Background: an optimization exercise with open tools, aiming at small area and a short achievable clock period. Do not read the settings as production practice. Only simulation tests tie the RTL to the original design; equivalence was not proved. Power figures rest on the tool's default switching activity, not on a simulated workload.

`config.mk`:
```
export PLATFORM = sky130hd
export DESIGN_NAME = arm_exe
export DESIGN_NICKNAME = arm_exe
export VERILOG_FILES = /design/flow/design.v
export SDC_FILE = /design/flow/constraint.sdc
export NUM_CORES = 4
export LEC_CHECK = 0
export ABC_AREA = 1
export CAP_MARGIN = 20
export CORE_MARGIN = 2
export CORE_UTILIZATION = 40
export CTS_BUF_LIST = sky130_fd_sc_hd__clkbuf_4 sky130_fd_sc_hd__clkbuf_8
export PLACE_DENSITY = 0.6
export SETUP_SLACK_MARGIN = 3
export SLEW_MARGIN = 20
```
`standard.sh`:
```
#!/bin/bash
# synth_recipe.tcl (not shown) runs the flow's synth.tcl, then flattens the netlist and writes it again
# the make line also repeats each setting of config.mk as NAME=value (left out here)
make -C /OpenROAD-flow-scripts/flow DESIGN_CONFIG=/design/flow/config.mk WORK_HOME=/design/flow/orfs CLKGATE_MAP_FILE= SYNTH_SCRIPT=/design/flow/synth_recipe.tcl "${@:-finish}"
```
`flow/abc.script`:
```
strash
&get -n
&dch -f
&nf
&put
buffer -c
upsize -c
dnsize -c
```
`constraint.sdc`:
```
create_clock -name core_clock -period 10.0 [get_ports {clk}]
set_input_delay 2.0000 -clock core_clock [delete_from_list [all_inputs] [get_ports {clk}]]
set_output_delay 2.0000 -clock core_clock [all_outputs]
set_load 0.01 [all_outputs]
```
`design.v`:
```
module Val2gen (
    input         m,
    input         I,
    input  [31:0] Val_RM,
    input  [11:0] imm,
    input  [11:0] shift_operand,
    output [31:0] Val2
);
wire [4:0] n   = shift_operand[11:7];
wire [1:0] st  = shift_operand[6:5];
wire       t_lsl = (st == 2'b00);
wire       t_ror = (st == 2'b11);
wire       t_asr = (st == 2'b10);
wire       nm    = ~m;
wire       sh    = nm & ~I;
wire [30:0] hi;
wire [31:0] lo;
genvar i;
generate
    for (i = 0; i < 31; i = i + 1) begin : g_hi
        wire rs = (t_ror & Val_RM[i]) | (t_asr & Val_RM[31]) | (t_lsl & Val_RM[i+1]);
        if (i < 8)
            assign hi[i] = I ? imm[i] : rs;
        else
            assign hi[i] = ~I & rs;
    end
    for (i = 0; i < 32; i = i + 1) begin : g_lo
        if (i < 8)
            assign lo[i] = sh ? (~t_lsl & Val_RM[i]) : imm[i];
        else if (i < 12)
            assign lo[i] = sh ? (~t_lsl & Val_RM[i]) : (m & imm[i]);
        else if (i < 31)
            assign lo[i] = sh & ~t_lsl & Val_RM[i];
        else
            assign lo[i] = sh & (t_lsl ? Val_RM[0] : Val_RM[31]);
    end
endgenerate
wire [4:0] k = {5{nm}} & (I ? {imm[11:8], 1'b0} : (n ^ {5{t_lsl}}));
wire [62:0] s0 = {hi, lo};
wire [46:0] s4 = k[4] ? s0[62:16] : s0[46:0];
wire [38:0] s3 = k[3] ? s4[46:8]  : s4[38:0];
wire [34:0] s2 = k[2] ? s3[38:4]  : s3[34:0];
wire [32:0] s1 = k[1] ? s2[34:2]  : s2[32:0];
assign Val2    = k[0] ? s1[32:1]  : s1[31:0];
endmodule
module ALU (input [3:0] ALU_Comnd,
            input [31:0] Val1, Val2,
            input C,
            output [31:0] ALU_out,
            output [3:0] SR);
wire [3:0] cmd = ALU_Comnd;
wire add   = cmd == 4'b0010;
wire adc   = cmd == 4'b0011;
wire sub   = cmd == 4'b0100;
wire sbc   = cmd == 4'b0101;
wire arith = add | adc | sub | sbc;
wire neg   = sub | sbc;
wire pos   = add | adc;
wire cin   = ((adc | sbc) & C) | sub;
reg [3:0] t;
always @(*) begin
    case (cmd)
    4'b0001: t = 4'b1010;            
    4'b1001: t = 4'b0101;            
    4'b0010, 4'b0011,
    4'b1000: t = 4'b0110;            
    4'b0100, 4'b0101: t = 4'b1001;   
    4'b0110: t = 4'b1000;            
    4'b0111: t = 4'b1110;            
    default: t = 4'b0000;
    endcase
end
wire [31:0] A = Val1, B = Val2;
wire [31:0] X, g, k;
genvar i;
generate
    for (i = 0; i < 32; i = i + 1) begin : g_bit
        assign X[i] = t[{A[i], B[i]}];
        assign g[i] = A[i] & ((B[i] & pos) | (~B[i] & neg));
        assign k[i] = (A[i] & arith) | (B[i] & pos) | (~B[i] & neg);
    end
endgenerate
wire [32:0] c;       
prefix_carry #(.N(32), .TYPE(1)) pc (.g(g), .k(k), .cin(cin), .c(c));
assign ALU_out = X ^ c[31:0];
wire [31:0] zb = ~(X ^ {k[30:0], cin});
wire Z1 = &zb;
wire N1 = ALU_out[31];
wire C1 = c[32] ^ neg;
wire V1 = arith & ~(A[31] ^ B[31] ^ neg) & (A[31] ^ c[31]);
assign SR = {Z1, C1, N1, V1};
endmodule
module prefix_carry #(parameter N = 32, parameter TYPE = 1) (
    input  [N-1:0] g, k,
    input          cin,
    output [N:0]   c
);
localparam L = 5;    
localparam S = 2*L;
wire [N*(S+1)-1:0] G, K;
genvar s, i;
generate
    for (i = 0; i < N; i = i + 1) begin : g_l0
        if (i == 0) begin : g_c
            assign G[0] = g[0] | (k[0] & cin);
            assign K[0] = 1'b0;
        end else begin : g_n
            assign G[i] = g[i];
            assign K[i] = k[i];
        end
    end
    for (s = 1; s <= S; s = s + 1) begin : g_st
        for (i = 0; i < N; i = i + 1) begin : g_b
            localparam integer J =
                (TYPE == 0) ? ((s <= L && i >= (1 << (s-1))) ? i - (1 << (s-1)) : -1) :
                (TYPE == 1) ? ((s <= L && ((i >> (s-1)) & 1)) ? ((i >> (s-1)) << (s-1)) - 1 : -1) :
                (TYPE == 2) ? ((s <= L) ? ((((i + 1) % (1 << s)) == 0) ? i - (1 << (s-1)) : -1)
                                        : ((s < S && ((i + 1) % (1 << (S-s))) == (1 << (S-s-1)) && i >= (1 << (S-s)))
                                              ? i - (1 << (S-s-1)) : -1)) :
                      ((s <= L) ? (((i % 2) == 1 && i >= (1 << (s-1))) ? i - (1 << (s-1)) : -1)
                            : ((s == L+1 && (i % 2) == 0 && i > 0) ? i - 1 : -1));
            if (J >= 0) begin : g_op
                assign G[s*N+i] = G[(s-1)*N+i] | (K[(s-1)*N+i] & G[(s-1)*N+J]);
                assign K[s*N+i] = K[(s-1)*N+i] & K[(s-1)*N+J];
            end else begin : g_pass
                assign G[s*N+i] = G[(s-1)*N+i];
                assign K[s*N+i] = K[(s-1)*N+i];
            end
        end
    end
endgenerate
assign c = {G[S*N +: N], cin};
endmodule
module EXE_stage(
                input [31:0] PC,
                input MEM_R_EN,
                input MEM_W_EN,
                input [3:0] EXE_CMD,
                input S,
                input I,
                input [31:0] Val_RN,
                input [31:0] Val_RM,
                input [11:0] imm,
                input [11:0] shift_operand,
                input signed [23:0] signed_immed_24,
                input [3:0] status,
                output wire [31:0] BranchAddr,
                output [3:0] status_out,
                output wire [31:0] ALU_out
                );
wire [31:0] Val2;
            Val2gen val2gen_instance (
                                      .m(MEM_R_EN|MEM_W_EN),
                                      .I(I),
                                      .Val_RM(Val_RM),
                                      .imm(imm),
                                      .shift_operand(shift_operand),
                                      .Val2(Val2)
                                     );
assign BranchAddr[1:0]  = PC[1:0];
assign BranchAddr[31:2] = PC[31:2] + {{6{signed_immed_24[23]}}, signed_immed_24};
            ALU alu_instance(
                             .ALU_Comnd(EXE_CMD),
                             .Val1(Val_RN),
                             .Val2(Val2),
                             .C(status[2]),
                             .ALU_out(ALU_out),
                             .SR(status_out)
                            );
endmodule
module arm_exe (
    input             clk,
    input             rst,
    input      [31:0] PC,
    input             MEM_R_EN,
    input             MEM_W_EN,
    input      [3:0]  EXE_CMD,
    input             I,
    input      [31:0] Val_RN,
    input      [31:0] Val_RM,
    input      [11:0] imm,
    input      [11:0] shift_operand,
    input      [23:0] signed_immed_24,
    input      [3:0]  status,
    output reg [31:0] BranchAddr,
    output reg [3:0]  status_out,
    output reg [31:0] ALU_out
);
wire [31:0] branch_w, alu_w;
wire [3:0]  status_w;
EXE_stage exe (
    .PC(PC), .MEM_R_EN(MEM_R_EN), .MEM_W_EN(MEM_W_EN), .EXE_CMD(EXE_CMD),
    .S(1'b0), .I(I), .Val_RN(Val_RN), .Val_RM(Val_RM), .imm(imm),
    .shift_operand(shift_operand), .signed_immed_24(signed_immed_24),
    .status(status), .BranchAddr(branch_w), .status_out(status_w),
    .ALU_out(alu_w)
);
always @(posedge clk or posedge rst) begin
    if (rst) begin
        BranchAddr <= 32'b0;
        status_out <= 4'b0;
        ALU_out    <= 32'b0;
    end else begin
        BranchAddr <= branch_w;
        status_out <= status_w;
        ALU_out    <= alu_w;
    end
end
endmodule
```
`flow/run.sh`:
```
#!/bin/bash
# Own layout flow: the standard ORFS flow (standard.sh) with two changes:
#  - synthesis maps with the ABC script in flow/abc.script (an area-oriented
#    mapping; OpenROAD's repair steps buffer and size the netlist later),
#  - the port buffers that global placement inserts are buf_1 cells.
# Everything else (synthesis script, floorplan, power grid, tap cells,
# placement, CTS, routing) is the standard flow. Each tool's output goes
# to the ORFS logs under orfs/logs; make's own output to flow_make.log.
set -euo pipefail
W=$(pwd)
rm -rf "$W/own_scripts"
cp -r "$FLOW_HOME/scripts" "$W/own_scripts"
cp "$W/flow/abc.script" "$W/own_scripts/abc_area.script"
export SCRIPTS_DIR="$W/own_scripts"
export BUFFER_PORTS_ARGS="-buffer_cell sky130_fd_sc_hd__buf_1"
bash "$W/standard.sh" > "$W/flow_make.log" 2>&1
```
==> impl_results.md, run 1 <==
- Root Driver: clkbuf_8
- Initial core utilization: 0.4093
- Area of the die: 24550 um2
- CTS tree: yes
- Crit. End Element: register
- H-tree levels: 3
- Routed Antenna Nets: 0
- Hold Startpoint: PC[1]
- Seq/Total Area, Yosys: 0.1798
- Total Routed Length: 28610 um
- GRT Util Overall: 0.2245
- Placed cell areas: 10280 um2
- Nets@finish: 1420
- Area share of the largest cell type after synthesis: 0.1798
- Register area: 1677 um2
- DIE WIDTH: 156.7 um
- Final max-slew violation count: 0
- Final hold viol count: 0
- Worst-path fanout max: 41
- Max transition margin: 0.3728
- Metal3 WL: 2114 um
- Die height: 156.7 um
- YS warnings: 2
- Worst-Margin Slew: 938.5 ps
- Mapped Area: 9324 um2
- Most used DFF post-synth: dfrtp_1
- RSZ-0062 raised after global routing: false
- Clk sink count: 67
- Via count: 9099
- WP buf/inv: 3
- Uppermost layer routed: met5
- Grt ovf: 0
- DRT iter0 DRCs: 665
- First-pass GRT wire length: 44170 um
- Row count: 55
- CTS Buffer Depth: 2
- GPL Wtd Cong: 0.9068
- Finished layout cell area: 10620 um2
- Cell taking the most area after synthesis: dfrtp_1
- Final setup fails: 0
- Antenna violations before repair: 1
- Post-synth cell types: 81
- Pin count of the biggest net entering global routing: 68
- TNS Setup: 0 ps
- Post-synthesis register bit count: 67
- CP Cell Sequence: clkbuf_2, buf_6, o21a_1, o311a_4, buf_4, a31oi_1, a221oi_1, a21oi_1, mux2i_1, mux2i_2, mux2i_1, o21ai_0, or4_1, o211a_2, o221a_4, or4_1, a21oi_1, xnor2_1
- Vias in the first global route: 8364
- Total core area: 22780 um2
- Fillcell total: 2279
- Syn_nets: 1257
- Share of layout cells above drive strength 1: 0.1212
- Area Overhead vs Synth: 13.94%
- Outcome: finished clean
- FMAX: 146.5 MHz
- DR vias/cell: 5.867
- Met1 wire length: 12680 um
- # hold bufs at CTS: 0
- Startpoint types: input pin
- Slowest cell on the critical path: or4_1
- Cts bufs inserted: 9
- EDFF count, synth: 0
- DR WL met2: 13250 um
- Slowest stage delay, CP: 580 ps
- Num ports: 225
- Req. time, crit path: 10270 ps
- Routed len/inst: 18.45 um
- Max-cap violations: 0
- Pleak: 0.004209 uW
- Pwr dens: 105.8 nW/um2
- Reg clk slew, reported paths: 80 ps
- DRT Pass-1 Iters: 5
- Port bufs: 216
- Final Power: 1124 uW
- Area of the multi-input gates: 7323 um2
- Fin Hold WS: 1755 ps
- Setup crit start: shift_operand[5]
- Largest delay share family, worst path: compound AO/OA/AOI/OAI gates
- Final Non-Filler Cells: 1551
- Drt drc: 0
- Dpl hpwl: 22050 um
- Fin crit share: 0.6824
- Worst vdd ir: 50.11 uV
- Dominant cells by area after synthesis: dfrtp_1, mux2i_1, mux4_2
- Setup CP Type: input pin to register
- Tmin final: 6824 ps
- Fraction of registers with async set/reset: 1.000
- Arr. time, crit path: 7100 ps
- Worst min-delay path category: input pin to register
- Post-Synthesis Cells: 1070
- Mean Syn Cell Area: 8.714 um2
- Inserted Diodes: 0
- Dpl cells: 1530
==> stage by stage <==
step / utilization / setup WS, ps
3_5_place_dp: 0.4514 / 1937
3_3_place_gp: 0.4514 / 2045
4_1_cts: 0.4630 / 3003
2_1_floorplan: - / 3746
5_1_grt: 0.4664 / 2988
6_report: 0.4664 / 3176
==> layout by cell type, fill, tap and decap left out, drive strengths merged, types with 11 or more instances in the layout <==
cell,instances
a21oi,66
a221oi,17
a31oi,37
and2,11
and3,17
buf,234
clkbuf,14
dfrtp,67
ha,29
inv,14
mux2,27
mux2i,143
mux4,32
nand2,84
nand2b,12
nand3,36
nor2,47
nor2b,11
nor3,14
o211ai,15
o21ai,52
or3b,20
xnor2,59
xor2,35
==> registers in the layout, indices dropped and copies added, names as in the netlist <==
register,flops
BranchAddr,32
status_out,4
ALU_out,31
==> path summary, 6_finish.rpt <==
kind                                            end  slack, ps  cells past startpoint
hold / removal              BranchAddr[1]$_DFF_PP0_       1750                      1
setup / recovery            status_out[2]$_DFF_PP0_       3180                     18
min in group asynchronous   BranchAddr[3]$_DFF_PP0_       1860                      3
max in group asynchronous  BranchAddr[27]$_DFF_PP0_       7540                      3
==> cell families (layout without fill, tap and decap cells) <==
family | count (synthesis) | in the layout | synth area share
compound gates | 283 | 284 | 0.2092
xor+xnor | 94 | 94 | 0.08830
fa+ha+maj | 30 | 30 | 0.04106
buf+inv | 100 | 266 | 0.04858
flops | 67 | 67 | 0.1798
mux | 202 | 202 | 0.2676
simple gates | 294 | 295 | 0.1655
==> power by group <==
part           leakage [uW]  internal, uW  switching, uW  total, uW
logic               0.00329           226            324        550
registers          0.000816           323           16.0        339
clock network     0.0000994           127            108        235
==> metal layers <==
metal,up-vias,GRT usage
li1,4386,-
met1,4261,0.3060
met2,410,0.3721
met3,40,0.02935
met4,2,0.06422
met5,-,0
==> final cells by class <==
class / count / share of cell area
repair buffers: 236 / 0.09198
inverters: 14 / 0.004946
well taps: 313 / 0.03686
flip-flops and latches: 67 / 0.1578
multi-input cells: 905 / 0.6893
clock buffers: 12 / 0.01437
clock inverters: 4 / 0.004711
==> cells in the mapped netlist (all sizes together), types with 4 or more instances <==
library cell / instances
a31oi: 37
nor2: 47
or3b: 20
inv: 14
o21ai: 52
or2: 7
nand2b: 12
and2: 11
mux4: 32
o311ai: 4
a32o: 4
nand3: 36
mux2: 27
a221o: 5
and3: 17
a21o: 10
clkbuf: 48
a21oi: 66
o211ai: 15
xnor2: 59
nor4: 9
o22ai: 4
nand4: 8
o2111ai: 7
dfrtp: 67
a221oi: 17
a211oi: 10
xor2: 35
nor2b: 11
or3: 7
ha: 29
o21a: 10
o31ai: 9
mux2i: 143
nor3: 14
buf: 38
nand2: 84
==> what timing repair did <==
item                                    CTS  global route
gates cloned                              2             0
endpoints found under the setup margin   23            16
pin swaps                                 2             0
resized for setup                        10            13
buffers inserted                          0             3
==> run 2, diff against run 1 <==
==> flow/abc.script (replaced) <==
strash
dch
map -D 3000
buffer -c
upsize -c
dnsize -c
==> run 2 against run 1 <==
Against the previous run:
- power is 4.0% higher
- area after synthesis is 3.4% lower
- first-iteration DRC count is 11% higher
- design area is 4.9% lower
- routed wire length is 2.1% higher
- hold slack worse by 26 ps
- core utilization is 0.62 points lower
- sequential share of layout area is 0.81 points higher
- largest cell class unchanged
- highest routed layer is now met4
==> impl_results.md, run 2 <==
- Outcome: finished clean
- Syn_nets: 1634
- Most flop-heavy register: BranchAddr
- CTS Buffer Depth: 2
- Most common cell after layout, fill and taps aside: nand2_1
- Register area: 1677 um2
- Final Power: 1169 uW
- Max transition margin: 0.3414
- Reg power frac: 0.291
- Dpl hpwl: 22430 um
- Nets@finish: 1810
- Clk pwr share: 0.210
- Die height: 154.0 um
- DR vias/cell: 5.390
- Total Routed Length: 29220 um
- XOR/XNOR share of the synthesized area: 0.09047
- Fillcell total: 2407
- Clk sink count: 67
- Gate power share: 0.499
- GRT Util Overall: 0.2388
- Final max-slew violation count: 0
- CP dominant cell by count: nand2_1
- YS warnings: 2
- Area Overhead vs Synth: 12.23%
- Total core area: 21960 um2
- Main combinational cell family by area after synthesis: compound AO/OA/AOI/OAI gates
- EDFF count, synth: 0
- Pleak: 0.004496 uW
- Share of layout cells above drive strength 1: 0.06265
- Largest register FFs: 32
- Post-Synth Adder-Cell Area: 0.04364
- Regs by FF count: BranchAddr x32, ALU_out x31, status_out x4
- Area of the multi-input gates: 6422 um2
- Startpoint types: input pin
- Port bufs: 216
- Worst vdd ir: 45.40 uV
- Antenna violations before repair: 0
- Sw power: 525.3 uW
- Vias in the first global route: 9382
- Worst hold path depth: 1
- Pin count of the biggest net entering global routing: 68
- Tmin final: 6513 ps
- Drt drc: 0
- Most used DFF post-synth: dfrtp_1
- RSZ-0062 raised after global routing: false
- Fraction of registers with async set/reset: 1.000
- Area share of the largest cell type after synthesis: 0.1862
- Compound-Gate Fraction of Synth Area: 0.3168
- FMAX: 153.5 MHz
- CTS tree: yes
- Req. time, crit path: 10290 ps
- Mean Syn Cell Area: 6.222 um2
- Num ports: 225
- DRT iter0 DRCs: 736
- TNS Setup: 0 ps
- DIE WIDTH: 154.0 um
- Row count: 54
- First-pass GRT wire length: 46200 um
- Seq/Total Area, Yosys: 0.1862
- Sw frac: 0.4495
- Arr. time, crit path: 6800 ps
- Crit. End Element: register
- Initial core utilization: 0.4100
- Pwr dens: 115.7 nW/um2
- Internal power: 643.5 uW
- Max-cap violations: 0
- Worst hold endpoint: BranchAddr[0]$_DFF_PP0_
- Synth cell count leaders: nand2_1, o21ai_0, a21oi_1
- Slowest stage delay, CP: 450 ps
- Root Driver: clkbuf_8
- Slowest cell on the critical path: inv_2
- Top-count cell post-synth: nand2_1
- Setup CP Type: input pin to register
- Mapped Area: 9004 um2
- Commonest non-fill, non-tap cells in the layout: nand2_1, buf_1, o21ai_0
- GPL Wtd Cong: 0.9435
- Fin crit share: 0.6513
- Post-synth cell types: 60
- Post-synthesis register bit count: 67
- Cell taking the most area after synthesis: dfrtp_1
- # hold bufs at CTS: 0
- Post-CTS Setup Bufs: 0
- Routed Antenna Nets: 0
- Routed len/inst: 15.31 um
- Mux cell area share after synthesis: 0.009589
- Area of the die: 23730 um2
- DRT Pass-1 Iters: 6
- Via count: 10.29k
- Cts bufs inserted: 9
- Worst-Margin Slew: 986.7 ps
- Inserted Diodes: 0
- Dominant cells by area after synthesis: dfrtp_1, nand2_1, o21ai_0
- Post-Synthesis Cells: 1447
- H-tree levels: 3
- Final hold viol count: 0
- Grt ovf: 0
- Final setup fails: 0
- Hold Startpoint: PC[0]
- Worst min-delay path category: input pin to register
- Worst-path fanout max: 56
- Post-Synth Simple-Gate Area: 0.2503
- Reg clk slew, reported paths: 90 ps
run 2: changes by cell type in the layout (fill, tap and decap cells not counted), moves of 21 or more:
| cell | previous run | this run |
|---|---|---|
| nand2_1 | 82 | 331 |
| mux2i_1 | 137 | 5 |
| inv_1 | 13 | 123 |
| o21ai_1 | 7 | 108 |
| o21ai_0 | 45 | 143 |
| nor2_1 | 44 | 124 |
| a21oi_1 | 65 | 129 |
| mux4_2 | 30 | 0 |
| o21ai_2 | 0 | 26 |
| a31oi_1 | 37 | 13 |
| xnor2_1 | 59 | 38 |
run 2: how the worst max path moves through the flow:
stage	from	to	slack, ps	cells past startpoint
after floorplan	MEM_W_EN	status_out[0]$_DFF_PP0_	4690	27
after global placement	I	ALU_out[25]$_DFF_PP0_	2670	27
after detailed placement	I	ALU_out[25]$_DFF_PP0_	2610	28
after CTS	I	ALU_out[25]$_DFF_PP0_	3030	27
after global routing	I	ALU_out[25]$_DFF_PP0_	3030	28
final	I	ALU_out[25]$_DFF_PP0_	3490	29
run 2: power groups by stage:
stage               combinational (uW)  clock, uW  sequential [uW]
finish                             583        246              340
global route                       653        270              347
CTS                                581        255              341
detailed placement                 578          0              346
global placement                   573          0              346
floorplan                          382          0              378
run 2: area by class of cell:
class                           instances  area share
Inverter                              139     0.05188
Clock buffer                            9     0.01226
Timing Repair Buffer                  231     0.09151
Tap cell                              280     0.03467
Clock inverter                          7    0.008172
Sequential cell                        67      0.1659
Multi-Input combinational cell       1175      0.6356
run 2: worst max-delay path: cells and delay by family:
kind,cells,cell delay [ps]
buffers and inverters,5,1420
xor gates and xnor gates,1,200
and+or+nand+nor,15,1720
AOI/OAI and AO/OA,8,1410
run 2: routing by layer:
layer,vias to the layer above,share of wire,GRT usage
met4,0,0.024,0.08100
met2,366,0.46,0.4081
li1,5235,-,-
met3,55,0.059,0.03523
met5,-,0,0
met1,4629,0.45,0.3082
run 2: through the flow:
| step | setup slack, ps | instances | util | area, um2 | hold slack (ps) |
|---|---|---|---|---|---|
| 5_1_grt | 3030 | 1908 | 0.4602 | 10100 | 1702 |
| 3_5_place_dp | 2609 | 1891 | 0.4503 | 9888 | 2112 |
| 4_1_cts | 3028 | 1907 | 0.4597 | 10090 | 1706 |
| 6_report | 3487 | 1908 | 0.4602 | 10100 | 1729 |
| 2_1_floorplan | 4688 | 1447 | - | 9004 | 2031 |
| 3_3_place_gp | 2669 | 1891 | 0.4503 | 9888 | 2102 |
run 2: cell families after synthesis:
logic type / Yosys count
simple gates: 544
compound gates: 499
buf+inv: 206
mux: 7
fa+ha+maj: 31
xor+xnor: 93
flops: 67
run 2: timing repair:
item,in CTS,in global routing
setup endpoints to repair,0,25
hold endpoints to repair,0,0
resized for setup,0,3
==> run 3, diff against run 2 <==
==> flow/abc.script (replaced) <==
strash
dch
map -D 4000
buffer -c
upsize -c
dnsize -c
--- a/config.mk
+++ b/config.mk
@@ -12,4 +12,4 @@
 export CTS_BUF_LIST = sky130_fd_sc_hd__clkbuf_4 sky130_fd_sc_hd__clkbuf_8
 export PLACE_DENSITY = 0.6
-export SETUP_SLACK_MARGIN = 3
+export SETUP_SLACK_MARGIN = 3.6
 export SLEW_MARGIN = 20
==> run 3 against run 2 <==
Against the previous run:
- critical endpoint is now status_out[2]$_DFF_PP0_
- flip-flop and latch count is the same
- synthesized cell count up 1.0%
- fmax increased by 7.4%
==> impl_results.md, run 3 <==
- Mean Syn Cell Area: 6.083 um2
- Startpoint types: input pin
- H-tree levels: 3
- Reg clk slew, reported paths: 90 ps
- Max transition margin: 0.3651
- First-pass GRT wire length: 47830 um
- Req. time, crit path: 10290 ps
- Pwr dens: 116.3 nW/um2
- XOR/XNOR share of the synthesized area: 0.09257
- Antenna violations before repair: 2
- Final max-slew violation count: 0
- Slowest stage delay, CP: 240 ps
- Area Overhead vs Synth: 16.39%
- Share of layout cells above drive strength 1: 0.08580
- Vias in the first global route: 9458
- Post-Synth Simple-Gate Area: 0.2600
- Top-count cell post-synth: nand2_1
- Fin crit share: 0.6065
- Setup crit start: shift_operand[6]
- CTS tree: yes
- Area of the die: 23440 um2
- Uppermost layer routed: met4
- RSZ-0062 raised after global routing: false
- Worst vdd ir: 73.92 uV
- Root Driver: clkbuf_8
- Pleak: 0.004598 uW
- Compound-Gate Fraction of Synth Area: 0.3108
- DR WL met2: 14230 um
- DIE WIDTH: 153.1 um
- Regs by FF count: BranchAddr x32, ALU_out x31, status_out x4
- Mux cell area share after synthesis: 0.001125
- Slowest cell on the critical path: nor2_4
- Dpl cells: 1902
- EDFF count, synth: 0
- Worst-path fanout max: 47
- Area share of the largest cell type after synthesis: 0.1885
- Die height: 153.1 um
- Port bufs: 216
- Initial core utilization: 0.4075
- Most used DFF post-synth: dfrtp_1
- Row count: 54
- Clk sink count: 67
- Area of the multi-input gates: 6447 um2
- TNS Setup: 0 ps
- Max-cap violations: 0
- Num ports: 225
- Tmin final: 6065 ps
- Most common cell after layout, fill and taps aside: nand2_1
- Routed Antenna Nets: 0
- Outcome: finished clean
- GPL Wtd Cong: 0.9297
- Post-Synth Adder-Cell Area: 0.04418
- Cts bufs inserted: 9
- Total Routed Length: 30530 um
- Register area: 1677 um2
- Mapped Area: 8894 um2
- Final setup fails: 0
- Worst-Margin Slew: 942.4 ps
- Worst min-delay path category: input pin to register
- Cell taking the most area after synthesis: dfrtp_1
- Grt ovf: 0
- Via count: 10.47k
- Post-synth cell types: 58
- Dpl hpwl: 23020 um
- Crit. End Element: register
- Drt drc: 0
- FMAX: 164.9 MHz
- CTS Buffer Depth: 2
- Seq/Total Area, Yosys: 0.1885
- Most flop-heavy register: BranchAddr
- Gate power share: 0.505
- Final Non-Filler Cells: 1937
- Clk pwr share: 0.211
- Reg power frac: 0.284
- Setup CP Type: input pin to register
- Met1 wire length: 13140 um
- Sw power: 532.5 uW
- Metal3 WL: 2052 um
- Largest register FFs: 32
- Crit path to: status_out[2]$_DFF_PP0_
- Dominant cells by area after synthesis: dfrtp_1, nand2_1, a21oi_1
- Arr. time, crit path: 6350 ps
- DRT Pass-1 Iters: 7
- Final hold viol count: 0
- Post-Synthesis Cells: 1462
- Syn_nets: 1649
- Fraction of registers with async set/reset: 1.000
- Post-synthesis register bit count: 67
- YS warnings: 2
- Pin count of the biggest net entering global routing: 68
- GRT Util Overall: 0.2487
- Main combinational cell family by area after synthesis: compound AO/OA/AOI/OAI gates
- DR vias/cell: 5.405
- Total core area: 21820 um2
- Nets@finish: 1838
- Synth cell count leaders: nand2_1, nor2_1, a21oi_1, o21ai_0, inv_1
- DRT iter0 DRCs: 898
- Sw frac: 0.4422
- Internal power: 671.8 uW
- Commonest non-fill, non-tap cells in the layout: nand2_1, buf_1, a21oi_1
- Routed len/inst: 15.76 um
- # hold bufs at CTS: 0
- Fillcell total: 2384
## run 3: cell types whose count changed in the layout (fill, tap and decap cells not counted), moves of 9 or more
cell	change
inv_2	+12
o21ai_1	-12
nand2_1	+18
nor2_1	+13
inv_1	-17
a21oi_1	+9
## run 3: per-stage QoR
step | instance area (um2) | hold slack (ps) | util | total power, uW | worst slack (ps)
after floorplan | 8894 | 2031 | - | 758.6 | 4633
after global placement | 9788 | 2101 | 0.4485 | 924.9 | 2782
after detailed placement | 9788 | 2101 | 0.4485 | 932.1 | 2771
after CTS | 10040 | 1729 | 0.4600 | 1192 | 3623
after global routing | 10350 | 1738 | 0.4742 | 1298 | 3560
final | 10350 | 1740 | 0.4743 | 1204 | 3935
## run 3: area by class of cell
class                   count  area share
flip-flops and latches     67      0.1620
diodes                      2   0.0004835
clock inverters             6    0.008703
multi-input cells        1189      0.6229
repair buffers            244      0.1049
clock buffers               9     0.01197
inverters                 140     0.05524
well taps                 280     0.03384
## run 3: kinds of logic (layout without fill, tap and decap cells)
kind of cell	count (synthesis)	after routing
buffers and inverters	210	399
other	0	2
flip-flops	67	67
XOR/XNOR	94	94
adder cells (fa/ha/maj)	31	31
multiplexers	1	1
AO/OA/AOI/OAI	488	488
AND/OR/NAND/NOR	571	575
## run 3: how the worst min path moves through the flow
stage / start / end / slack, ps / cells past startpoint
finish: PC[0] / BranchAddr[0]$_DFF_PP0_ / 1740 / 1
detailed placement: PC[1] / BranchAddr[1]$_DFF_PP0_ / 2100 / 1
global placement: PC[0] / BranchAddr[0]$_DFF_PP0_ / 2100 / 1
floorplan: PC[0] / BranchAddr[0]$_DFF_PP0_ / 2030 / 0
CTS: PC[1] / BranchAddr[1]$_DFF_PP0_ / 1730 / 1
global route: PC[1] / BranchAddr[1]$_DFF_PP0_ / 1740 / 1
## run 3: layer usage
layer,track usage,vias to the layer above
li1,-,5303
met1,0.3220,4693
met2,0.4281,408
met3,0.02949,66
met4,0.08598,0
met5,0,-
## run 3: power by group through the flow
stage | registers, uW | clock network (uW) | logic [uW]
floorplan | 379 | 0 | 380
global placement | 347 | 0 | 578
finish | 342 | 254 | 609
detailed placement | 348 | 0 | 584
global route | 347 | 273 | 678
CTS | 342 | 261 | 589
## run 3: timing repair
action                     4_1_cts  5_1_grt
setup endpoints to repair       23       24
buffers inserted                 2       11
cloned                           1        4
gates resized for setup          6       44
pin swaps                        1        9
## run 3: critical path, delay by kind of cell
family          cells  cell delay (ps)
simple gates        9             1050
xor+xnor            2              260
compound gates     15             2140
buf+inv             7              870
==> run 4, diff against run 3 <==
--- a/config.mk
+++ b/config.mk
@@ -12,4 +12,4 @@
 export CTS_BUF_LIST = sky130_fd_sc_hd__clkbuf_4 sky130_fd_sc_hd__clkbuf_8
 export PLACE_DENSITY = 0.6
-export SETUP_SLACK_MARGIN = 3.6
+export SETUP_SLACK_MARGIN = 4.2
 export SLEW_MARGIN = 20
==> run 4 against run 3 <==
Against the previous run:
- still clean
- global-route usage increased by 1.2 points
- first-iteration DRC count increased by 17%
- cell count is 4.2% higher
- setup slack better by 270 ps
- hold slack worse by 2.2 ps
- critical path type unchanged
- critical endpoint unchanged
==> impl_results.md, run 4 <==
- Most flop-heavy register: BranchAddr
- Area share of the largest cell type after synthesis: 0.1885
- Initial core utilization: 0.4075
- Root Driver: clkbuf_8
- Cts bufs inserted: 9
- Max transition margin: 0.3692
- DRT iter0 DRCs: 1048
- FMAX: 172.5 MHz
- Num ports: 225
- GRT Util Overall: 0.2604
- Final setup fails: 0
- Dpl hpwl: 23020 um
- CP dominant cell by count: nand2_1
- Post-synth cell types: 58
- Clk pwr share: 0.201
- Setup CP Type: input pin to register
- TNS Setup: 0 ps
- Req. time, crit path: 10290 ps
- Gate power share: 0.532
- Fin Hold WS: 1738 ps
- Grt ovf: 0
- Cell taking the most area after synthesis: dfrtp_1
- Worst-Margin Slew: 940.4 ps
- Arr. time, crit path: 6080 ps
- Reg clk slew, reported paths: 90 ps
- EDFF count, synth: 0
- Mean Syn Cell Area: 6.083 um2
- Vias in the first global route: 9804
- DRT Pass-1 Iters: 6
- Clk sink count: 67
- Most common cell after layout, fill and taps aside: nand2_1
- Seq/Total Area, Yosys: 0.1885
- Mapped Area: 8894 um2
- Die height: 153.1 um
- First-pass GRT wire length: 49840 um
- Worst vdd ir: 75.22 uV
- Max-cap violations: 0
- Top-count cell post-synth: nand2_1
- YS warnings: 2
- Nets@finish: 1919
- Util after Layout: 0.5311
- Total Routed Length: 33110 um
- Sw frac: 0.4449
- Routed len/inst: 16.41 um
- Total core area: 21820 um2
- DIE WIDTH: 153.1 um
- Tmin final: 5796 ps
- RSZ-0062 raised after global routing: true
- Final hold viol count: 0
- Fillcell total: 2244
- Via count: 11.11k
- Regs by FF count: BranchAddr x32, ALU_out x31, status_out x4
- Startpoint types: input pin
- GPL Wtd Cong: 0.9297
- Row count: 54
- Post-Synthesis Cells: 1462
- Slowest cell on the critical path: o22ai_1
- Largest register FFs: 32
- Area Overhead vs Synth: 30.33%
- # hold bufs at CTS: 0
- Antenna violations before repair: 2
- Slowest stage delay, CP: 290 ps
- Worst min-delay path category: input pin to register
- Outcome: finished clean
- Pwr dens: 110.3 nW/um2
- Internal power: 709.3 uW
- Reg power frac: 0.268
- Drt drc: 0
- Share of layout cells above drive strength 1: 0.1843
- CTS tree: yes
- Post-synthesis register bit count: 67
- Fraction of registers with async set/reset: 1.000
- Pin count of the biggest net entering global routing: 68
- Commonest non-fill, non-tap cells in the layout: nand2_1, buf_1, o21ai_0
- Pleak: 0.005083 uW
- Routed Antenna Nets: 0
- DR vias/cell: 5.505
- Syn_nets: 1649
- Crit. End Element: register
- Most used DFF post-synth: dfrtp_1
- Final max-slew violation count: 0
- Fin crit share: 0.5796
- Synth cell count leaders: nand2_1, nor2_1, a21oi_1, o21ai_0, inv_1
- Worst-path fanout max: 16
- H-tree levels: 3
- Dominant cells by area after synthesis: dfrtp_1, nand2_1, a21oi_1
- Sw power: 568.6 uW
- Area of the die: 23440 um2
- CTS Buffer Depth: 2
- Port bufs: 216
## run 4: cell types whose count changed in the layout (fill, tap and decap cells not counted), moves of 10 or more
cell,change
a21oi_2,+13
nor2_2,+12
nor2_1,-14
nand2_1,-14
o21ai_1,-22
o21ai_2,+34
buf_4,+66
o21ai_0,-13
nand2_2,+10
a21oi_1,-17
## run 4: kinds of logic after synthesis
family / share of synthesized area
AOI/OAI and AO/OA: 0.3108
xor gates and xnor gates: 0.09257
adders and majority gates: 0.04418
buffers and inverters: 0.1028
DFF: 0.1885
muxes: 0.001126
and+or+nand+nor: 0.2600
## run 4: what timing repair did
item,in CTS,in global routing
resized for setup,54,147
cloned,7,6
pin swaps,14,35
setup buffers,23,63
endpoints found under the setup margin,31,26
## run 4: layer usage
metal	routed length, um	part of all wire	track usage
met4	1278	0.039	0.1041
met2	15600	0.47	0.4428
met5	0	0	0
met1	13450	0.41	0.3336
met3	2778	0.084	0.03487
## run 4: final timing paths
check	cells past startpoint	start	to	slack [ps]
worst max-delay path	29	shift_operand[6]	status_out[2]$_DFF_PP0_	4200
worst min-delay path	1	PC[0]	BranchAddr[0]$_DFF_PP0_	1740
max in group asynchronous	3	rst	ALU_out[5]$_DFF_PP0_	7550
min in group asynchronous	3	rst	BranchAddr[17]$_DFF_PP0_	1880
## run 4: layout make-up
class / count / area (um2) / area share
multi-input cells: 1194 / 6998 / 0.6037
repair inverters: 3 / 25.02 / 0.002159
inverters: 140 / 619.3 / 0.05343
repair buffers: 317 / 1703 / 0.1469
well taps: 280 / 350.3 / 0.03022
clock inverters: 6 / 90.09 / 0.007772
diodes: 2 / 5.005 / 0.0004318
flip-flops and latches: 67 / 1677 / 0.1446
clock buffers: 9 / 123.9 / 0.01069
## run 4: power groups by stage
stage / Combinational [uW] / Clock (uW) / Sequential [uW]
3_3_place_gp: 578 / 0 / 347
2_1_floorplan: 380 / 0 / 379
4_1_cts: 616 / 261 / 342
6_report: 680 / 256 / 342
3_5_place_dp: 584 / 0 / 348
5_1_grt: 747 / 273 / 347
## run 4: worst max-delay path: cells and delay by family
kind,cells,cell delay [ps]
AOI/OAI and AO/OA,10,1840
and+or+nand+nor,12,1350
buffers and inverters,6,710
xor gates and xnor gates,1,160
## run 4: per-stage QoR
step	setup WS [ps]	total power [uW]	cells	cell area, um2
2_1_floorplan	4633	758.6	1462	8894
3_3_place_gp	2782	924.9	1902	9788
3_5_place_dp	2771	932.1	1902	9788
4_1_cts	4202	1219	1947	10510
5_1_grt	3962	1367	2017	11590
6_report	4204	1278	2018	11590
==> run 5, diff against run 4 <==
--- a/config.mk
+++ b/config.mk
@@ -12,4 +12,4 @@
 export CTS_BUF_LIST = sky130_fd_sc_hd__clkbuf_4 sky130_fd_sc_hd__clkbuf_8
 export PLACE_DENSITY = 0.6
-export SETUP_SLACK_MARGIN = 4.2
+export SETUP_SLACK_MARGIN = 3
 export SLEW_MARGIN = 20
==> run 5 against run 4 <==
Against the previous run:
- cell count fell by 4.9%
- non-clock buffer count decreased by 87
- count of clock-buffer cells in the layout stayed put
- sequential power barely moved
- core utilization down 7.1 points
- largest cell class unchanged
- routed wire length fell by 11%
- power decreased by 7.2%
- hold slack improved by 3.4 ps
==> impl_results.md, run 5 <==
- Most flop-heavy register: BranchAddr
- Drt drc: 0
- Num ports: 225
- YS warnings: 2
- Final hold viol count: 0
- Root Driver: clkbuf_8
- Fillcell total: 2408
- WP depth: 19
- Reg clk slew, reported paths: 90 ps
- TNS Setup: 0 ps
- Outcome: finished clean
- GRT Util Overall: 0.2470
- Cts bufs inserted: 9
- Worst min-delay path category: input pin to register
- Largest register FFs: 32
- Startpoint types: input pin
- Post-synth cell types: 58
- Total Routed Length: 29610 um
- CP Cell Sequence: buf_1, inv_1, nor2_2, inv_1, o21ai_0, o21ai_1, nor2_1, a21oi_1, o21ai_1, inv_1, o211ai_1, o21ai_0, o21ai_0, o21ai_0, a21oi_1, xnor2_1, nor4_1, nand3_1, nor3_1
- Most used DFF post-synth: dfrtp_1
- Slowest stage delay, CP: 810 ps
- Util after Layout: 0.4599
- DR vias/cell: 5.353
- Most common cell after layout, fill and taps aside: nand2_1
- Seq/Total Area, Yosys: 0.1885
- Setup CP Type: input pin to register
- CTS resizes: 0
- Worst vdd ir: 74.32 uV
- Arr. time, crit path: 6720 ps
- Mapped Area: 8894 um2
- Top-count cell post-synth: nand2_1
- Worst-path fanout max: 18
- Pleak: 0.004449 uW
- Regs by FF count: BranchAddr x32, ALU_out x31, status_out x4
- RSZ-0062 raised after global routing: false
- Grt ovf: 0
- Setup crit start: shift_operand[5]
- Share of layout cells above drive strength 1: 0.06654
- Initial core utilization: 0.4075
- Area Overhead vs Synth: 12.86%
- H-tree levels: 3
- Vias in the first global route: 9423
- Pwr dens: 118.2 nW/um2
- Pin count of the biggest net entering global routing: 68
- Tmin final: 6453 ps
- Largest delay share family, worst path: compound AO/OA/AOI/OAI gates
- Row count: 54
- First-pass GRT wire length: 47550 um
- DRT Pass-1 Iters: 5
- Req. time, crit path: 10270 ps
- # hold bufs at CTS: 0
- Nets@finish: 1821
- Area share of the largest cell type after synthesis: 0.1885
- Worst-Margin Slew: 1044 ps
- Placed cell areas: 9788 um2
- Final max-slew violation count: 0
- Crit. End Element: register
- Post-Synthesis Cells: 1462
- Max-cap violations: 0
- Hold Startpoint: PC[0]
- Total core area: 21820 um2
- Crit path to: status_out[3]$_DFF_PP0_
- Post-CTS Setup Bufs: 0
- GPL Wtd Cong: 0.9297
- DIE WIDTH: 153.1 um
- Antenna violations before repair: 2
- Fraction of registers with async set/reset: 1.000
- Max transition margin: 0.2969
- Dpl hpwl: 23020 um
- Routed len/inst: 15.42 um
- Cell taking the most area after synthesis: dfrtp_1
- Syn_nets: 1649
- Die height: 153.1 um
- Synth cell count leaders: nand2_1, nor2_1, a21oi_1, o21ai_0, inv_1
- CTS Buffer Depth: 2
- Routed Antenna Nets: 0
- Area of the die: 23440 um2
- Finished layout cell area: 10040 um2
- Clk sink count: 67
- Post-synthesis register bit count: 67
- CTS tree: yes
- Port bufs: 216
- Mean Syn Cell Area: 6.083 um2
- Fin crit share: 0.6453
- Slowest cell on the critical path: o21ai_0
- WP buf/inv: 4
- FMAX: 155.0 MHz
- Final setup fails: 0
- Commonest non-fill, non-tap cells in the layout: nand2_1, buf_1, o21ai_0, nor2_1, a21oi_1
- CP dominant cell by count: o21ai_0
- Final Power: 1186 uW
- DRT iter0 DRCs: 776
- Dominant cells by area after synthesis: dfrtp_1, nand2_1, a21oi_1
- Via count: 10.28k
- EDFF count, synth: 0
==> run 5: final cells by class <==
class,instances,area [um2],share of cell area
diodes,2,5.005,0.0004986
clock buffers,9,123.9,0.01234
clock inverters,6,90.09,0.008975
inverters,140,538.0,0.05360
multi-input cells,1186,6337,0.6314
flip-flops and latches,67,1677,0.1670
well taps,280,350.3,0.03490
repair buffers,230,915.9,0.09125
==> run 5: cells by family after synthesis <==
kind of cell / after synthesis / synth area share
buf+inv: 210 / 0.1028
flops: 67 / 0.1885
xor+xnor: 94 / 0.09257
simple gates: 571 / 0.2600
compound gates: 488 / 0.3108
fa+ha+maj: 31 / 0.04418
mux: 1 / 0.001126
==> run 5: metrics by stage <==
stage | instances | hold WS [ps] | setup WS, ps
2_1_floorplan | 1462 | 2031 | 4633
3_3_place_gp | 1902 | 2101 | 2782
3_5_place_dp | 1902 | 2101 | 2771
4_1_cts | 1917 | 1729 | 3144
5_1_grt | 1919 | 1738 | 3004
6_report | 1920 | 1741 | 3547
==> run 5: report_power, final <==
group          switching (uW)  internal (uW)
combinational             394            196
sequential               15.4            327
clock                     114            140
total                     523            663
==> run 5: metal layers <==
| metal | GRT usage | up-vias | share of wire |
|---|---|---|---|
| met5 | 0 | - | 0 |
| met4 | 0.08069 | 0 | 0.030 |
| met3 | 0.02750 | 49 | 0.053 |
| met2 | 0.4298 | 330 | 0.48 |
| met1 | 0.3190 | 4642 | 0.44 |
| li1 | - | 5256 | - |
==> run 5: how the worst min path moves through the flow <==
stage	end	slack, ps	cells past startpoint
after floorplan	BranchAddr[0]$_DFF_PP0_	2030	0
after global placement	BranchAddr[0]$_DFF_PP0_	2100	1
after detailed placement	BranchAddr[1]$_DFF_PP0_	2100	1
after CTS	BranchAddr[1]$_DFF_PP0_	1730	1
after global routing	BranchAddr[1]$_DFF_PP0_	1740	1
final	BranchAddr[0]$_DFF_PP0_	1740	1
==> run 6, diff against run 5 <==
--- a/design.v
+++ b/design.v
@@ -158,6 +158,18 @@
                                       .Val2(Val2)
                                      );
-assign BranchAddr[1:0]  = PC[1:0];
-assign BranchAddr[31:2] = PC[31:2] + {{6{signed_immed_24[23]}}, signed_immed_24};
+wire [24:0] ba_lo = {1'b0, PC[25:2]} + {1'b0, signed_immed_24};
+wire        ba_c  = ba_lo[24];
+wire        ba_s  = signed_immed_24[23];
+wire [5:0]  ba_h  = PC[31:26];
+wire [5:0]  ba_hi;
+genvar j;
+generate
+    for (j = 0; j < 6; j = j + 1) begin : g_hi
+        wire ones  = (j == 0) ? 1'b1 : &ba_h[(j == 0 ? 0 : j-1):0];
+        wire zeros = (j == 0) ? 1'b1 : ~|ba_h[(j == 0 ? 0 : j-1):0];
+        assign ba_hi[j] = ba_h[j] ^ ((ba_c & ~ba_s & ones) | (~ba_c & ba_s & zeros));
+    end
+endgenerate
+assign BranchAddr = {ba_hi, ba_lo[23:0], PC[1:0]};
             ALU alu_instance(
                              .ALU_Comnd(EXE_CMD),
--- a/config.mk
+++ b/config.mk
@@ -12,4 +12,4 @@
 export CTS_BUF_LIST = sky130_fd_sc_hd__clkbuf_4 sky130_fd_sc_hd__clkbuf_8
 export PLACE_DENSITY = 0.6
-export SETUP_SLACK_MARGIN = 3
+export SETUP_SLACK_MARGIN = 3.6
 export SLEW_MARGIN = 20
==> run 6 against run 5 <==
Against the previous run:
- count of clock-buffer cells in the layout up 1
- area after synthesis hardly changed
- largest power group unchanged
- critical endpoint is now ALU_out[28]$_DFF_PP0_
- highest routed layer unchanged
- critical path type unchanged
- sequential share of layout area down 0.37 points
==> impl_results.md, run 6 <==
- Worst min-delay path category: input pin to async pin
- Crit. End Element: register
- Pleak: 0.004582 uW
- TNS Setup: 0 ps
- DRT iter0 DRCs: 1016
- Share of layout cells above drive strength 1: 0.09367
- Dominant cells by area after synthesis: dfrtp_1, nand2_1, o21ai_0
- Routed Antenna Nets: 0
- Synth cell count leaders: nand2_1, o21ai_0, a21oi_1
- Top-count cell post-synth: nand2_1
- Tmin final: 6163 ps
- Most flop-heavy register: BranchAddr
- Setup crit start: shift_operand[5]
- FMAX: 162.2 MHz
- Fraction of registers with async set/reset: 1.000
- Req. time, crit path: 10230 ps
- Final setup fails: 0
- Most used DFF post-synth: dfrtp_1
- First-pass GRT wire length: 47590 um
- Slowest stage delay, CP: 270 ps
- DIE WIDTH: 153.1 um
- Fin Hold WS: 1548 ps
- Sw frac: 0.4369
- CTS tree: yes
- Mapped Area: 8895 um2
- Startpoint types: input pin
- GRT Util Overall: 0.2482
- Mean Syn Cell Area: 6.238 um2
- Total Routed Length: 30360 um
- Clk pwr share: 0.233
- Port bufs: 216
- Setup CP Type: input pin to register
- Gate power share: 0.494
- Cell taking the most area after synthesis: dfrtp_1
- Die height: 153.1 um
- Fin crit share: 0.6163
- Pin count of the biggest net entering global routing: 56
- Root Driver: clkbuf_8
- CP dominant cell by count: o21ai_1
- Total core area: 21820 um2
- Seq/Total Area, Yosys: 0.1885
- Pwr dens: 120.6 nW/um2
- Outcome: finished clean
- Inserted Diodes: 0
- H-tree levels: 3
- Post-synth cell types: 66
- Initial core utilization: 0.4076
- Area share of the largest cell type after synthesis: 0.1885
- EDFF count, synth: 0
- Max transition margin: 0.2784
- Cts bufs inserted: 9
- Commonest non-fill, non-tap cells in the layout: nand2_1, buf_1, o21ai_0
- Drt drc: 0
- Row count: 54
- Dpl hpwl: 22970 um
- Post-synthesis register bit count: 67
- Regs by FF count: BranchAddr x32, ALU_out x31, status_out x4
- Num ports: 225
- Placed cell areas: 9761 um2
- Slowest cell on the critical path: o21ai_2
- Most common cell after layout, fill and taps aside: nand2_1
- Routed len/inst: 16.05 um
- Worst vdd ir: 55.87 uV
- Arr. time, crit path: 6390 ps
- Grt ovf: 0
- DR vias/cell: 5.479
- Syn_nets: 1610
- Final hold viol count: 0
- Clk sink count: 67
- Via count: 10.37k
- Reg clk slew, reported paths: 80 ps
- YS warnings: 2
- Finished layout cell area: 10270 um2
- Internal power: 697.1 uW
- RSZ-0062 raised after global routing: true
- GPL Wtd Cong: 0.9462
- Sw power: 540.8 uW
- Nets@finish: 1791
- CTS Buffer Depth: 2
- Worst-Margin Slew: 1074 ps
- DRT Pass-1 Iters: 6
- Antenna violations before repair: 0
- Area of the die: 23450 um2
- Final max-slew violation count: 0
- Largest register FFs: 32
- Vias in the first global route: 9256
- Max-cap violations: 0
- Reg power frac: 0.274
- Worst-path fanout max: 16
- Post-Synthesis Cells: 1426
- Area Overhead vs Synth: 15.43%
==> run 6: per-stage QoR <==
step,util,total power (uW),setup WS [ps],std cells
finish,0.4705,1238,3837,1892
global route,0.4705,1332,3587,1892
CTS,0.4617,1231,3607,1885
detailed placement,0.4473,932.9,2069,1867
global placement,0.4473,926.7,2054,1867
floorplan,-,757.1,4611,1426
==> run 6: cell families (layout without fill, tap and decap cells) <==
family	Yosys count	in the layout	share of synthesized area
flops	67	67	0.1885
buf+inv	218	400	0.1077
compound gates	501	501	0.3327
simple gates	522	526	0.2403
fa+ha+maj	28	28	0.04009
mux	2	2	0.002391
xor+xnor	88	88	0.08834
==> run 6: repair_timing <==
action                                  4_1_cts  5_1_grt
buffers inserted                              0        2
hold buffers                                  0        0
pin swaps                                     1        7
cloned                                        2        5
gates resized for setup                      16       32
endpoints found under the setup margin       31       23
==> run 6: power groups by stage <==
stage / logic [uW] / registers [uW] / clock network (uW)
5_1_grt: 679 / 344 / 309
3_5_place_dp: 588 / 345 / 0
3_3_place_gp: 583 / 344 / 0
4_1_cts: 594 / 339 / 297
6_report: 611 / 339 / 288
2_1_floorplan: 384 / 373 / 0
==> run 6: cell type report <==
| type | count | area [um2] |
|---|---|---|
| Tap cell | 280 | 350.3 |
| Inverter | 151 | 599.3 |
| Sequential cell | 67 | 1677 |
| Multi-Input combinational cell | 1145 | 6395 |
| Clock inverter | 6 | 112.6 |
| Fill cell | 2362 | 11560 |
| Timing Repair Buffer | 231 | 983.4 |
| Clock buffer | 10 | 137.6 |
| Timing Repair inverter | 2 | 12.51 |
==> run 6: metal layers <==
metal,vias up,share of wire,global-route usage
met3,65,0.072,0.03374
met4,0,0.028,0.07496
met2,443,0.46,0.4075
met5,-,0,0
li1,5173,-,-
met1,4686,0.44,0.3396
==> run 6: worst max-delay path: cells and delay by family <==
family	cells	cell delay [ps]
AOI/OAI and AO/OA	11	1920
and+or+nand+nor	12	1420
buffers and inverters	6	740
xor gates and xnor gates	2	260
==> run 6: path summary, 6_finish.rpt <==
path / end / cells after the start
min: BranchAddr[1]$_DFF_PP0_ / 2
max: ALU_out[28]$_DFF_PP0_ / 31
max in group asynchronous: ALU_out[3]$_DFF_PP0_ / 3
min in group core_clock: BranchAddr[1]$_DFF_PP0_ / 1
==> run 7, diff against run 6 <==
==> flow/abc.script (replaced) <==
strash
dch
map -D 3000
buffer -c
upsize -c
dnsize -c
==> run 7 against run 6 <==
Against the previous run:
- still clean on timing, DRC and antenna
- design area grew 0.65%
- clock power down 15%
- via count is 1.3% higher
- non-clock buffer count up 9
- hold slack better by 190 ps
- flip-flop and latch count did not move
- core utilization down 0.98 points
- critical path type unchanged
- critical endpoint is now status_out[3]$_DFF_PP0_
- largest power group unchanged
==> impl_results.md, run 7 <==
- Outcome: finished clean
- Sw power: 552.9 uW
- Area of the die: 23920 um2
- Syn_nets: 1618
- Setup WS pre-CTS: 2276 ps
- Pleak: 0.004592 uW
- Dpl hpwl: 23880 um
- Reg power frac: 0.284
- Startpoint types: input pin
- Crit. End Element: register
- Tmin final: 6075 ps
- Internal power: 646.6 uW
- Regs by FF count: BranchAddr x32, ALU_out x31, status_out x4
- Nets@finish: 1804
- Gate power share: 0.513
- Grt ovf: 0
- Post-synthesis register bit count: 67
- Cell taking the most area after synthesis: dfrtp_1
- Worst-Margin Slew: 995.6 ps
- GPL Wtd Cong: 0.9681
- Total core area: 22430 um2
- Area Overhead vs Synth: 13.84%
- Total Routed Length: 31490 um
- First-pass GRT wire length: 49070 um
- EDFF count, synth: 0
- Reg clk slew, reported paths: 80 ps
- Clk sink count: 67
- Fillcell total: 2446
- Row count: 55
- GRT Util Overall: 0.2538
- Final setup fails: 0
- Sw frac: 0.4609
- RSZ-0062 raised after global routing: false
- YS warnings: 2
- Max-cap violations: 0
- Routed Antenna Nets: 0
- Setup ws final: 3925 ps
- Die height: 154.6 um
- Num ports: 225
- TNS Setup: 0 ps
- H-tree levels: 3
- # hold bufs at CTS: 0
- Port bufs: 216
- CTS tree: yes
- Post-synth cell types: 65
- Mapped Area: 9077 um2
- Clk pwr share: 0.203
- Dpl cells: 1882
- Commonest non-fill, non-tap cells in the layout: nand2_1, buf_1, o21ai_1
- Dominant cells by area after synthesis: dfrtp_1, nand2_1, o21ai_1
- Most flop-heavy register: BranchAddr
- Root Driver: clkbuf_8
- Inserted Diodes: 0
- Fraction of registers with async set/reset: 1.000
- Drt drc: 0
- Largest register FFs: 32
- Final max-slew violation count: 0
- Synth cell count leaders: nand2_1, o21ai_1, a21oi_1
- Final Non-Filler Cells: 1910
- Most common cell after layout, fill and taps aside: nand2_1
- Share of layout cells above drive strength 1: 0.09169
- CTS Buffer Depth: 2
- Finished layout cell area: 10330 um2
- Req. time, crit path: 10280 ps
- Worst vdd ir: 58.30 uV
- Worst-path fanout max: 27
- Most used DFF post-synth: dfrtp_1
- Antenna violations before repair: 0
- Worst min-delay path category: input pin to register
- Routed len/inst: 16.49 um
- Vias in the first global route: 9585
- Max transition margin: 0.3355
- Post-Synthesis Cells: 1434
- DRT iter0 DRCs: 949
- DRT Pass-1 Iters: 6
- DIE WIDTH: 154.6 um
- Final hold viol count: 0
- Pin count of the biggest net entering global routing: 68
- Top-count cell post-synth: nand2_1
- Fin crit share: 0.6075
- Setup CP Type: input pin to register
- Initial core utilization: 0.4046
- Area share of the largest cell type after synthesis: 0.1847
- Pwr dens: 116.1 nW/um2
- Via count: 10.50k
- Seq/Total Area, Yosys: 0.1847
- FMAX: 164.6 MHz
- Cts bufs inserted: 9
- DR vias/cell: 5.497
- Mean Syn Cell Area: 6.330 um2
- Placed cell areas: 9953 um2
- Arr. time, crit path: 6350 ps
[run 7: changes by cell type after synthesis, sizes merged, moves of 9 or more]
cell / previous run / this run
nand2: 337 / 351
a31oi: 26 / 17
nand3: 25 / 41
inv: 147 / 131
xor2: 61 / 52
nor2: 129 / 108
[run 7: power by group through the flow]
| stage | sequential [uW] | combinational (uW) | clock, uW |
|---|---|---|---|
| after floorplan | 373 | 390 | 0 |
| after detailed placement | 347 | 600 | 0 |
| after global routing | 346 | 684 | 262 |
| after CTS | 341 | 604 | 252 |
| after global placement | 345 | 593 | 0 |
| final | 341 | 615 | 244 |
[run 7: cell type report]
| type | instances | area, um2 | share of cell area |
|---|---|---|---|
| well taps | 285 | 356.6 | 0.03451 |
| clock inverters | 7 | 82.58 | 0.007991 |
| clock buffers | 9 | 123.9 | 0.01199 |
| repair buffers | 240 | 1001 | 0.09686 |
| multi-input cells | 1167 | 6574 | 0.6362 |
| inverters | 135 | 519.2 | 0.05025 |
| flip-flops and latches | 67 | 1677 | 0.1622 |
[run 7: worst paths after layout]
path | slack, ps | start | endpoint | cells after the start
setup / recovery | 3920 | I | status_out[3]$_DFF_PP0_ | 21
max in group asynchronous | 7550 | rst | BranchAddr[20]$_DFF_PP0_ | 3
hold / removal | 1740 | PC[1] | BranchAddr[1]$_DFF_PP0_ | 1
min in group asynchronous | 1850 | rst | BranchAddr[1]$_DFF_PP0_ | 3
[run 7: metal layers]
| layer | vias to the layer above | part of all wire | GRT usage | wire [um] |
|---|---|---|---|---|
| met5 | - | 0 | 0 | 0 |
| met1 | 4699 | 0.43 | 0.3247 | 13620 |
| met3 | 80 | 0.072 | 0.03783 | 2277 |
| met4 | 0 | 0.035 | 0.09877 | 1088 |
| met2 | 486 | 0.46 | 0.4313 | 14500 |
| li1 | 5234 | - | - | - |
[run 7: repair_timing]
action | 4_1_cts | 5_1_grt
cloned | 2 | 2
setup buffers | 0 | 8
resized for setup | 5 | 20
setup endpoints to repair | 27 | 24
pin swaps | 1 | 3
[run 7: cells by family (layout without fill, tap and decap cells)]
family	count (synthesis)	count (layout)	share of synthesized area
AND/OR/NAND/NOR	543	545	0.2533
buffers and inverters	204	391	0.1027
multiplexers	9	9	0.01006
adder cells (fa/ha/maj)	28	28	0.03928
XOR/XNOR	76	76	0.07540
flip-flops	67	67	0.1847
AO/OA/AOI/OAI	507	509	0.3345
[run 7: through the flow]
stage,utilization,total power [uW],hold WS (ps)
after floorplan,-,763.3,2031
after global placement,0.4437,938.7,2100
after detailed placement,0.4437,946.6,2103
after CTS,0.4544,1198,1716
after global routing,0.4606,1292,1732
final,0.4606,1199,1737
[run 7: critical path, cell delays in order]
cell and delay (ps):
clkbuf_4 220, inv_6 260, nor2_1 110, nor2_4 210, a21boi_4 570, nand2_1 110, o21ai_1 170, nand2_1 80
nand2_1 110, nand2_1 60, o21ai_1 120, nand2_1 80, o21ai_1 100, inv_2 70, o21ai_2 270, nor2_1 70
o31ai_1 500, o21ai_0 170, a2111oi_0 700, nand4_1 190, nor2_1 160
==> run 8, diff against run 7 <==
--- a/flow/run.sh
+++ b/flow/run.sh
@@ -3,4 +3,5 @@
 #  - synthesis maps with the ABC script in flow/abc.script (an area-oriented
 #    mapping; OpenROAD's repair steps buffer and size the netlist later),
+#  - no full/half-adder cell extraction before ABC,
 #  - the port buffers that global placement inserts are buf_1 cells.
 # Everything else (synthesis script, floorplan, power grid, tap cells,
@@ -14,3 +15,5 @@
 export SCRIPTS_DIR="$W/own_scripts"
 export BUFFER_PORTS_ARGS="-buffer_cell sky130_fd_sc_hd__buf_1"
+# no full/half-adder cell extraction: ABC maps the adders itself
+export ADDER_MAP_FILE=
 bash "$W/standard.sh" > "$W/flow_make.log" 2>&1
==> flow/abc.script (replaced) <==
strash
dch
map -D 4000
buffer -c
upsize -c
dnsize -c
==> run 8 against run 7 <==
Against the previous run:
- core utilization is 1.8 points higher
- area after synthesis down 2.6%
- sequential power shrank 2%
- clock power is about 10% higher
- hold slack about the same
- still clean
- cell count up 3.4%
- fmax is 0.27% lower
==> impl_results.md, run 8 <==
- Syn_nets: 1641
- EDFF count, synth: 0
- Cts bufs inserted: 9
- Vias in the first global route: 9497
- Grt ovf: 0
- Sw power: 544.2 uW
- Die height: 152.7 um
- Nets@finish: 1844
- Row count: 54
- Num ports: 225
- DRT Pass-1 Iters: 5
- Worst hold path depth: 1
- Post-synth cell types: 59
- Area Overhead vs Synth: 17.70%
- Dominant cells by area after synthesis: dfrtp_1, nand2_1, o21ai_0
- Area share of the largest cell type after synthesis: 0.1896
- GRT Util Overall: 0.2474
- Arr. time, crit path: 6370 ps
- Fin crit share: 0.6092
- Reg clk slew, reported paths: 80 ps
- FMAX: 164.2 MHz
- Setup CP Type: input pin to register
- Reg power frac: 0.277
- Routed Antenna Nets: 0
- Crit. End Element: register
- Gate power share: 0.500
- Worst min-delay path category: input pin to register
- Final Power: 1204 uW
- Startpoint types: input pin
- Total Routed Length: 31020 um
- Most common cell after layout, fill and taps aside: nand2_1
- Pin count of the biggest net entering global routing: 68
- Routed len/inst: 15.71 um
- Dpl hpwl: 23280 um
- YS warnings: 2
- Worst-Margin Slew: 1018 ps
- Fraction of registers with async set/reset: 1.000
- Worst-path fanout max: 8
- # hold bufs at CTS: 0
- Most used DFF post-synth: dfrtp_1
- Share of layout cells above drive strength 1: 0.09634
- Regs by FF count: BranchAddr x32, ALU_out x31, status_out x4
- Final hold viol count: 0
- Tmin final: 6092 ps
- Setup crit start: shift_operand[6]
- DRT iter0 DRCs: 977
- Largest register FFs: 32
- Mean Syn Cell Area: 5.959 um2
- Post-synthesis register bit count: 67
- Sw frac: 0.4518
- TNS Setup: 0 ps
- Area of the die: 23310 um2
- Via count: 10.74k
- Pleak: 0.004727 uW
- Commonest non-fill, non-tap cells in the layout: nand2_1, buf_1, inv_1
- RSZ-0062 raised after global routing: false
- Req. time, crit path: 10280 ps
- Clk sink count: 67
- Placed cell areas: 9759 um2
- Synth cell count leaders: nand2_1, inv_1, nor2_1
- DIE WIDTH: 152.7 um
- GPL Wtd Cong: 0.9357
- Final max-slew violation count: 0
- Top-count cell post-synth: nand2_1
- Cell taking the most area after synthesis: dfrtp_1
- Drt drc: 0
- Root Driver: clkbuf_8
- Final setup fails: 0
- Max-cap violations: 0
- Fillcell total: 2420
- H-tree levels: 3
- Seq/Total Area, Yosys: 0.1896
- Worst vdd ir: 49.45 uV
- Outcome: finished clean
- First-pass GRT wire length: 47620 um
- Pwr dens: 115.7 nW/um2
- DR vias/cell: 5.440
- Crit path to: ALU_out[23]$_DFF_PP0_
- Internal power: 660.2 uW
- Post-Synthesis Cells: 1484
- Port bufs: 216
- Initial core utilization: 0.4065
- Max transition margin: 0.3161
- Finished layout cell area: 10410 um2
- Most flop-heavy register: BranchAddr
- Mapped Area: 8843 um2
- CTS tree: yes
- Total core area: 21760 um2
- Clk pwr share: 0.223
- CTS Buffer Depth: 2
- Antenna violations before repair: 2
==> run 8: cell count changes after synthesis, moves of 17 or more <==
| cell | previous run | this run |
|---|---|---|
| o21ai_0 | 110 | 134 |
| nand3_1 | 36 | 19 |
| ha_1 | 26 | 0 |
| inv_1 | 111 | 165 |
| o21ai_1 | 128 | 103 |
| nor2_1 | 99 | 162 |
==> run 8: cells by family after synthesis <==
| group | Yosys count | synth area share |
|---|---|---|
| muxes | 2 | 0.003678 |
| AOI/OAI and AO/OA | 503 | 0.3357 |
| DFF | 67 | 0.1896 |
| and+or+nand+nor | 573 | 0.2654 |
| xor gates and xnor gates | 87 | 0.08701 |
| buffers and inverters | 252 | 0.1186 |
==> run 8: power groups by stage <==
stage               registers (uW)  logic (uW)  clock network, uW
finish                         334         602                269
global route                   340         668                286
floorplan                      368         371                  0
global placement               339         567                  0
detailed placement             340         573                  0
CTS                            335         578                276
==> run 8: how the worst min path moves through the flow <==
stage	slack (ps)	end	startpoint
2_1_floorplan	2030	BranchAddr[0]$_DFF_PP0_	PC[0]
3_3_place_gp	2110	BranchAddr[1]$_DFF_PP0_	PC[1]
3_5_place_dp	2110	BranchAddr[1]$_DFF_PP0_	PC[1]
4_1_cts	1740	BranchAddr[1]$_DFF_PP0_	PC[1]
5_1_grt	1740	BranchAddr[1]$_DFF_PP0_	PC[1]
6_report	1740	BranchAddr[1]$_DFF_PP0_	PC[1]
==> run 8: worst max-delay path, cell delays in order <==
cell	delay, ps
clkbuf_2	190
inv_1	190
nor3_4	50
buf_4	180
nor2_2	320
a21oi_1	210
o21ai_1	230
nand2_1	70
o21ai_1	180
inv_1	90
o21ai_1	170
nand2_1	60
o21ai_0	80
inv_1	80
o21ai_1	430
nand2_1	80
o21ai_0	150
a21oi_1	140
nor2_1	170
nand3_1	170
nor4_4	360
nor2_4	100
inv_2	100
nand3_2	110
o2111ai_2	210
xor2_1	230
==> run 8: through the flow <==
stage	util	setup slack [ps]	std cells	hold slack [ps]
3_3_place_gp	0.4486	2745	1923	2108
2_1_floorplan	-	4595	1484	2031
6_report	0.4784	3908	1974	1737
3_5_place_dp	0.4486	2699	1923	2115
4_1_cts	0.4618	3644	1944	1736
5_1_grt	0.4783	3594	1973	1741
==> run 8: routing by layer <==
metal  global-route usage  wire [um]  share of wire  up-vias
li1                     -          -              -     5370
met1               0.3294      13810           0.45     4843
met2               0.4239      14320           0.46      469
met3              0.03413       2127          0.069       56
met4              0.06129        760          0.025        0
met5                    0          0              0        -
==> run 8: repair_timing <==
action                     4_1_cts  5_1_grt
setup buffers                    3       22
pin swaps                        1        8
gates cloned                     2        6
setup endpoints to repair       23       24
resized for setup               10       41
==> run 8: final cells by class <==
cell class,count,area (um2),share of cell area
Timing Repair Buffer,252,1106,0.1063
Multi-Input combinational cell,1170,6309,0.6061
Tap cell,280,350.3,0.03366
Sequential cell,67,1677,0.1611
Inverter,184,719.4,0.06912
Antenna cell,2,5.005,0.0004808
Clock buffer,9,123.9,0.01190
Timing Repair inverter,3,20.02,0.001923
Clock inverter,7,98.84,0.009496

what the ideal ports hide:
No port has a modelled driver above. Below, the same layouts with a new extraction and two added sets of constraints. Step 1: set_driving_cell puts a clkbuf_16 on clk and a buf_2 on each other input, an assumption about the parent block. Step 2 moves the port delays by t, midway between the first and last clock arrival at a register: inputs arrive t later, outputs are due t later. That takes back most of the time a late clock gives input paths. Three values: ideal, step 1, step 2; two values: the first two.
run	shift t [ns]	setup slack, ns	worst hold slack (ns)	worst setup path at the end	slew at the worst register clock pin (ns)
run 1	0.393	3.176 / 3.195 / 2.803	1.755 / 1.739 / 2.131	input to register	0.08 / 0.08
run 2	0.415	3.487 / 3.511 / 3.096	1.729 / 1.707 / 2.122	input to register	0.09 / 0.09
run 3	0.386	3.935 / 3.953 / 3.567	1.740 / 1.726 / 2.112	input to register	0.09 / 0.09
run 4	0.389	4.204 / 4.224 / 3.835	1.738 / 1.723 / 2.112	input to register	0.09 / 0.09
run 5	0.386	3.547 / 3.563 / 3.178	1.741 / 1.727 / 2.112	input to register	0.09 / 0.09
run 6	0.399	3.837 / 3.856 / 3.457	1.548 / 1.528 / 1.927	input to register	0.08 / 0.08
run 7	0.393	3.925 / 3.941 / 3.548	1.737 / 1.723 / 2.116	input to register	0.09 / 0.09
run 8	0.409	3.908 / 3.927 / 3.518	1.737 / 1.720 / 2.129	input to register	0.09 / 0.09
After both steps setup and hold are still met in every run listed. For run 2, which loses most, drivers alone change the setup slack by +0.024 ns; drivers and shift together by -0.391 ns.
